This is an optimization exercise on Yosys and OpenROAD, whose aim is small area, a short achievable clock period and few clock cycles, not a production implementation.
The RTL was checked by simulation tests, not by an equivalence proof against the original design.
Power figures rest on the tool's default switching activity, not on a simulated workload.

==> run R: inputs <==
Design mod_mult_m_23, start of the top module:
module mod_mult_m_23 (
  input  wire        clk,
  input  wire        rst,
  input  wire        in_valid,
  input  wire [22:0] input_data0,
  input  wire [22:0] input_data1,
  output wire        out_valid,
  output reg  [22:0] output_data
);
==> flow/config.mk <==
export PLATFORM = sky130hd
export DESIGN_NAME = mod_mult_m_23
export DESIGN_NICKNAME = mod_mult_m_23
export VERILOG_FILES = /design/flow/design.v
export SDC_FILE = /design/flow/constraint.sdc
export NUM_CORES = 4
export LEC_CHECK = 0
export CAP_MARGIN = 20
export CORE_MARGIN = 2
export CORE_UTILIZATION = 65
export SETUP_SLACK_MARGIN = 3.8
export SLEW_MARGIN = 20
export SYNTH_HIERARCHICAL = 1
==> flow/constraint.sdc <==
create_clock -name core_clock -period 7.5 [get_ports {clk}]
set_input_delay 1.5000 -clock core_clock [delete_from_list [all_inputs] [get_ports {clk}]]
set_output_delay 1.5000 -clock core_clock [all_outputs]
set_load 0.01 [all_outputs]
standard.sh (not shown) runs the stock make flow with config.mk's settings and CLKGATE_MAP_FILE= SYNTH_SCRIPT=/design/flow/synth_recipe.tcl, a recipe that flattens the netlist after the stock synthesis.
==> flow/flow/run.sh <==
#!/bin/bash
# Own flow: the standard synthesis, then every combinational cell set to its
# smallest drive strength (timing repair upsizes where the margin needs it), then
# the standard layout with port buffers of the smallest buffer cell.
set -euo pipefail
bash standard.sh synth > synth.log 2>&1
R=orfs/results/sky130hd/mod_mult_m_23/base
cp $R/1_2_yosys.v 1_2_yosys.orig.v
python3 flow/downsize.py $R/1_2_yosys.v $FLOW_HOME/platforms/sky130hd/lib/sky130_fd_sc_hd__tt_025C_1v80.lib > downsize.log 2>&1
rm -f $R/1_synth.odb $R/1_synth.sdc
bash standard.sh "BUFFER_PORTS_ARGS=-buffer_cell sky130_fd_sc_hd__buf_1" finish > layout.log 2>&1
==> flow/flow/downsize.py <==
#!/usr/bin/env python3
"""Set every combinational cell of the synthesized netlist to its smallest drive
strength (same function and pins); timing repair later upsizes where needed.
Flip-flops and other sequential cells are left as synthesis made them.
usage: downsize.py NETLIST LIBERTY"""
import re, sys
net, lib = sys.argv[1], sys.argv[2]
lt = open(lib).read()
cells = set(re.findall(r'cell\s*\(\s*"?(sky130_fd_sc_hd__\w+?)"?\s*\)', lt))
seq = set(m for m in cells if re.search(r'__(df|dl|sdf|edf|sdl|lpflow|clk|probe|conb|tap|fill|decap|diode)', m))
txt = open(net).read()
count = {}
def repl(m):
    base, drv = m.group(1), m.group(2)
    full = base + '_' + drv
    if full in seq or base + '_1' in seq:
        return m.group(0)
    for small in ('0', '1'):
        cand = base + '_' + small
        if cand in cells and cand != full and int(small) < int(drv):
            count[full + '->' + cand] = count.get(full + '->' + cand, 0) + 1
            return cand + m.group(3)
    return m.group(0)
txt2 = re.sub(r'\b(sky130_fd_sc_hd__[a-z0-9]+?)_(\d+)(\s+[\\\w])', repl, txt)
open(net, 'w').write(txt2)
for k, v in sorted(count.items()):
    print(v, k)
==> run B: changes against run R <==
--- a/flow/config.mk
+++ b/flow/config.mk
@@ -7,7 +7,7 @@
 export LEC_CHECK = 0
 export CAP_MARGIN = 20
 export CORE_MARGIN = 2
-export CORE_UTILIZATION = 65
+export CORE_UTILIZATION = 50
 export SETUP_SLACK_MARGIN = 3.8
 export SLEW_MARGIN = 20
 export SYNTH_HIERARCHICAL = 1
==> out/summary.md <==
The flow ran to the end and the layout has no timing, DRC or antenna violations. The tools report the switching power of the nets as 5.82 mW. The tools report the achievable frequency as 0.283 GHz. The destination of the worst register-to-register timing path is m1388. For the core region area, the log shows 40000 um^2. In this run, the combinational gates consume 66.3% of the power.
Source of the figures above: run B

==> out/summary.md <==
The run finished with no timing, DRC or antenna violations. Along the worst hold path, the cell count comes to 0. The switching power of the nets is 5.71 mW. The total area inside the core boundary comes to 30700 um^2. The relative contribution of sequential cells to total power is 21.6%. The achievable frequency is 0.272 GHz, and the combinational share of power is 67.5%. The TritonCTS buffer count came out at 28.

Buffer type at the clock tree root: sky130_fd_sc_hd__clkbuf_16. Global routing used 60.9% of the available met2 tracks. For the worst setup path, the data arrival time is 4110 ps. For the clock group, total power comes out at 1.39 mW. Hold violation count in the final report: 0.
Source of the figures above: run R

Testbench counts of run R, summed over its fixed seeds: cycles 24,040.
Testbench counts of run B, summed over its fixed seeds: cycles 24,040.

[re-timing with driven ports]
How much do the figures lean on ideal ports? The routed layouts below were timed once more, with nothing changed but the port constraints.
Step 1, drivers: a clkbuf_16 drives clk and a buf_2 each remaining input, both assumed.
Step 2 times the ports against the registers' clock, not the clock port: input delays grow and output delays shrink by t, the midpoint of the rising clock arrivals with the driver on.
Slacks: ideal / step 1 / step 2; pairs: ideal / step 1.
run	shift t [ns]	setup slack, ns	hold slack, ns	clock arrival spread, ns
run R	0.609	3.825 / 3.825 / 3.825	0.352 / 0.352 / 0.352	0.016 / 0.017
run B	0.641	3.966 / 3.966 / 3.966	0.348 / 0.348 / 0.348	0.020 / 0.020
After both steps every run listed still meets setup and hold.
